This is an optimization exercise on Yosys and OpenROAD, whose aim is small area, not a production implementation. Function was checked by simulation only, so behaviour that the tests miss may differ from the original. No activity file was given, so power comes from the tool's default toggle rates.

==> flow/design.v (excerpt) <==
module lcd114_test(
	input clk,
	input resetn,
	output lcd_resetn,
	output lcd_cs,
	output lcd_rs,
	output lcd_data
);
reg [4:0] b;
reg [2:0] lx;
reg [5:0] gx;
reg [2:0] ly;
reg [4:0] gy;
wire init   = (gy == 5'd2) && ly == 3'b011;          
wire x_last = ({gx, lx} == {6'd58, 3'b011});                
wire x_end  = ({gx, lx} == {6'd14, 3'b010});                 
wire y_last = (gy == 5'd25) && (ly == 3'b000);       
wire wrap_b = init ? (b[3] || x_end) : b[4];          
wire stop   = !init && x_last && y_last;
wire x_inc  = wrap_b && !stop;
always @(posedge clk or negedge resetn) begin
	if (~resetn) begin
		b  <= 5'd0;
		{gx, lx} <= {6'd0, 3'b010};
		gy <= 5'd2;
		ly <= 3'b011;
	end else begin
		if (x_inc)
			b <= 5'd0;
		else if (!wrap_b)
			b <= b + 5'd1;
		if (x_inc) begin
			if (x_last || x_end) begin
				gx <= 6'd18;
				lx <= 3'b100;
				ly <= (ly[2] && ly[0]) ? 3'd0 : ly + 3'd1;
				if (ly[2] && ly[0])
					gy <= gy + 5'd1;
			end else begin
				lx <= (lx[2] && lx[0]) ? 3'd0 : lx + 3'd1;
				if (lx[2] && lx[0])
					gx <= gx + 6'd1;
			end
		end
	end
end
reg [5:0] cls;
reg [8:0] tb;
always @(*) begin
	case ({gx, lx})
		{6'd0, 3'b010}: begin cls = 6'b100000; tb = 9'bx; end
  ...
For scale: about 300 cells after synthesis, about 22 flip-flops.
export LEC_CHECK = 0
export CAP_MARGIN = 20
export CORE_MARGIN = 2
export CORE_UTILIZATION = 60
export CTS_BUF_LIST = sky130_fd_sc_hd__clkbuf_8
export SLEW_MARGIN = 20
create_clock -name core_clock -period 11.0 [get_ports {clk}]
standard.sh (not shown) runs the stock make flow with config.mk's settings and CLKGATE_MAP_FILE= SYNTH_SCRIPT=/design/flow/synth_recipe.tcl, a recipe that flattens the netlist after the stock synthesis.
==> flow/flow/run.sh <==
#!/bin/bash
# Own layout flow: the standard ORFS layout, except that synthesis maps
# the logic with an area-oriented ABC script (flow/area.abc) and leaves out
# Yosys's extract_fa half/full-adder extraction. Everything else (the Yosys
# steps before and after ABC, flattening, renaming, register mapping, and
# all OpenROAD steps) is the standard flow, run through standard.sh.
set -euo pipefail
W=$(pwd)
export MY_ABC_SCRIPT="$W/flow/area.abc"
export MY_NO_FA=1
bash "$W/standard.sh" "SYNTH_SCRIPT=$W/flow/synth.tcl" finish > "$W/flow_make.log" 2>&1
==> flow/flow/area.abc <==
strash
&get -n
&deepsyn -T 60
&put
dch -f
map -a
topo
==> flow/flow/synth.tcl <==
# synth_recipe.tcl with two changes: abc runs flow/area.abc instead of the
# ABC script ORFS picks, and extract_fa is skipped.
proc synth {args} { yosys synth -nofsm -noshare {*}$args }
proc abc {args} {
  set i [lsearch -exact $args -script]
  if {$i >= 0} { lset args [expr {$i + 1}] $::env(MY_ABC_SCRIPT) }
  yosys abc {*}$args
}
if {[info exists ::env(MY_NO_FA)] && $::env(MY_NO_FA)} { proc extract_fa {args} {} }
source $::env(SCRIPTS_DIR)/synth.tcl
# left out here: clear keep_hierarchy, flatten, clean up, hide names made inside functions, write 1_2_yosys.v
Rerun with:
==> flow/flow/run.sh (replaced) <==
#!/bin/bash
# Own layout flow: the standard ORFS layout (standard.sh) with three changes:
#  - synthesis maps the logic with an area-oriented ABC script (flow/area.abc)
#    and skips Yosys's extract_fa half/full-adder extraction (flow/synth.tcl);
#    all other synthesis steps, register mapping, flattening and renaming are
#    the standard ones;
#  - the port buffers that buffer_ports inserts on every input and output are
#    sky130_fd_sc_hd__buf_1;
#  - clock tree synthesis uses sky130_fd_sc_hd__clkbuf_8 buffers, one sink
#    cluster for up to 32 flip-flops, and no dummy loads.
# Each tool's full output is in the ORFS logs under orfs/logs/; make's own
# output is in flow_make.log.
set -euo pipefail
W=$(pwd)
export MY_ABC_SCRIPT="$W/flow/area.abc"
export MY_NO_FA=1
bash "$W/standard.sh" \
  "SYNTH_SCRIPT=$W/flow/synth.tcl" \
  "BUFFER_PORTS_ARGS=-buffer_cell sky130_fd_sc_hd__buf_1" \
  "CTS_ARGS=-sink_clustering_enable -repair_clock_nets -sink_clustering_size 32 -buf_list sky130_fd_sc_hd__clkbuf_8 -root_buf sky130_fd_sc_hd__clkbuf_8 -dont_use_dummy_load" \
  finish > "$W/flow_make.log" 2>&1
--- a/flow/config.mk
+++ b/flow/config.mk
@@ -11 +10,0 @@
-export CTS_BUF_LIST = sky130_fd_sc_hd__clkbuf_8
What happened: Wire length rose by 5.1%; sequential power barely changes; total power is lower by 6.1%; maximum frequency goes up by 8.2%.


before:
Another version of the RTL of lcd114_test (not shown whole).
For scale: roughly 250 cells after synthesis, ~22 flip-flops, ~6 I/O pins, ~1700 um2 of cells after synthesis.
Settings: LEC_CHECK=0, CAP_MARGIN=20, CORE_MARGIN=2, CORE_UTILIZATION=45, SLEW_MARGIN=20; clock period 11.0 ns.
==> flow/flow/run.sh <==
#!/bin/bash
# Own layout flow: the standard ORFS layout (standard.sh) with three changes:
#  - synthesis (flow/synth.tcl) maps the logic with an area search in ABC
#    (&deepsyn with six seeds, two mappings each, smallest kept) and skips
#    Yosys's extract_fa half/full-adder extraction; all other synthesis steps,
#    register mapping, flattening and renaming are the standard ones;
#  - the port buffers that buffer_ports inserts on every input and output are
#    sky130_fd_sc_hd__buf_1;
#  - clock tree synthesis uses sky130_fd_sc_hd__clkbuf_8 buffers, one sink
#    cluster for up to 32 flip-flops, and no dummy loads.
# Each tool's full output is in the ORFS logs under orfs/logs/; make's own
# output is in flow_make.log.
set -euo pipefail
W=$(pwd)
export MY_NO_FA=1
export MY_SEEDS="1 2 3 4 5 6"
export MY_DS_T=${MY_DS_T:-200}
export MY_TMP="$W/orfs/abc_search"
export MY_LIB=/OpenROAD-flow-scripts/flow/platforms/sky130hd/lib/sky130_fd_sc_hd__tt_025C_1v80.lib
bash "$W/standard.sh" \
  "SYNTH_SCRIPT=$W/flow/synth.tcl" \
  "BUFFER_PORTS_ARGS=-buffer_cell sky130_fd_sc_hd__buf_1" \
  "CTS_ARGS=-sink_clustering_enable -repair_clock_nets -sink_clustering_size 32 -buf_list sky130_fd_sc_hd__clkbuf_8 -root_buf sky130_fd_sc_hd__clkbuf_8 -dont_use_dummy_load" \
  finish > "$W/flow_make.log" 2>&1
==> flow/flow/synth.tcl <==
# synth_recipe.tcl with two changes to the logic mapping:
#  - abc runs a search of its own instead of the ABC script ORFS picks: for each
#    seed in MY_SEEDS it optimises the logic with ABC's &deepsyn (MY_DS_T seconds),
#    then maps the result onto the library in each of two ways; the mapping with
#    the smallest cell area is kept;
#  - extract_fa is skipped.
# The steps before and after abc (register mapping, flattening, renaming) are
# the standard ones.
proc synth {args} { yosys synth -nofsm -noshare {*}$args }
proc abc_area_of {} {
  set st [tee -q -s result.string stat -liberty $::env(MY_LIB)]
  if {[regexp {Chip area for module [^:]*: ([0-9.eE+]+)} $st -> a]} { return $a }
  return 1e18
}
proc abc {args} {
  set i [lsearch -exact $args -script]
  set tmp $::env(MY_TMP)
  file mkdir $tmp
  set best 1e18
  set n 0
  yosys design -save pre_abc
  foreach seed $::env(MY_SEEDS) {
    foreach map {nfam am3} {
      yosys design -load pre_abc
      set scr "$tmp/s${seed}_$map.abc"
      set f [open $scr w]
      if {$map eq "nfam"} {
        puts $f "strash\n&get -n\n&deepsyn -T $::env(MY_DS_T) -S $seed\n&put\nwrite_blif $tmp/ds$seed.blif"
        puts $f "strash\n&get -n\n&st\n&dch -f\n&nf -a -R 1000\n&put\nstrash\ndch -f\namap\ntopo"
      } else {
        puts $f "read_blif $tmp/ds$seed.blif\nstrash\ndch -f\namap\nstrash\ndch -f\namap\nstrash\ndch -f\namap\ntopo"
      }
      close $f
      lset args [expr {$i + 1}] $scr
      yosys abc {*}$args
      set a [abc_area_of]
      puts "abc search: seed $seed map $map area $a"
      if {$a < $best} {
        set best $a
        yosys design -save best_abc
      }
      incr n
    }
  }
  puts "abc search: kept area $best"
  yosys design -load best_abc
}
if {[info exists ::env(MY_NO_FA)] && $::env(MY_NO_FA)} { proc extract_fa {args} {} }
source $::env(SCRIPTS_DIR)/synth.tcl
# left out here: clear keep_hierarchy, flatten, clean up, hide names made inside functions, write 1_2_yosys.v
before reached the final stage; the timing, design-rule and antenna checks on its layout passed.
The following lists how after was set up differently from before:
-- flow/flow/run.sh --
<<< before, line 2
# Own layout flow: the standard ORFS layout (standard.sh) with three changes:
#  - synthesis (flow/synth.tcl) maps the logic with an area search in ABC
#    (&deepsyn with six seeds, two mappings each, smallest kept) and skips
#    Yosys's extract_fa half/full-adder extraction; all other synthesis steps,
#    register mapping, flattening and renaming are the standard ones;
>>> after, line 2
# Own layout flow: the standard ORFS layout (standard.sh) with three changes:
#  - synthesis (flow/synth.tcl) maps the logic with an area search in ABC
#    (&deepsyn with three seeds, two mappings each, smallest kept) and skips
#    Yosys's extract_fa half/full-adder extraction; all other synthesis steps,
#    register mapping, flattening and renaming are the standard ones;
<<< before, line 14
W=$(pwd)
export MY_NO_FA=1
export MY_SEEDS="1 2 3 4 5 6"
export MY_DS_T=${MY_DS_T:-200}
export MY_TMP="$W/orfs/abc_search"
export MY_LIB=/OpenROAD-flow-scripts/flow/platforms/sky130hd/lib/sky130_fd_sc_hd__tt_025C_1v80.lib
>>> after, line 14
W=$(pwd)
export MY_NO_FA=1
export MY_SEEDS="1 2 3"
export MY_DS_T=${MY_DS_T:-240}
export MY_TMP="$W/orfs/abc_search"
export MY_LIB=/OpenROAD-flow-scripts/flow/platforms/sky130hd/lib/sky130_fd_sc_hd__tt_025C_1v80.lib
Findings:
- gx[1] as the first element of the critical path was reported by after, and lx[0] by before.
- Comparing after and before, the lower register-to-register slack was measured on after.
- Going from before to after, net load switching power now sits higher, post-detailed-route wirelength per cell now sits at about the same level.
- Side by side, core utilization turned out higher in after than in before.
- Going from before to after, post-detailed-routing wire length grew by a few percent.

==> port drivers added, routing unchanged <==
In the flow no input, the clock included, has a driving cell. The finished layouts below were timed again as built, in two steps.
Step 1 sets driving cells, clkbuf_16 on the clock port and buf_2 on the other inputs (assumed; they add their load-dependent delay and slew).
Step 2, shift: input delay + t, output delay - t, t = (earliest + latest rising clock arrival at the registers) / 2. This alone moves slack from input paths to output paths.
a / b / c = no drivers / after step 1 / after step 2; a / b = the first two.
run	shift t [ns]	setup WS [ns]	worst register clock-pin slew, ns	pins driven straight from the clock port
the first run of note 1	0.284	5.173 / 5.150 / 5.434	0.08 / 0.08	1
the second run of note 1	0.284	5.612 / 5.589 / 5.873	0.08 / 0.08	1
before	0.277	5.182 / 5.156 / 5.433	0.08 / 0.08	1
after	0.287	4.125 / 4.100 / 4.387	0.08 / 0.08	1
After both steps setup and hold are still met in every run listed.
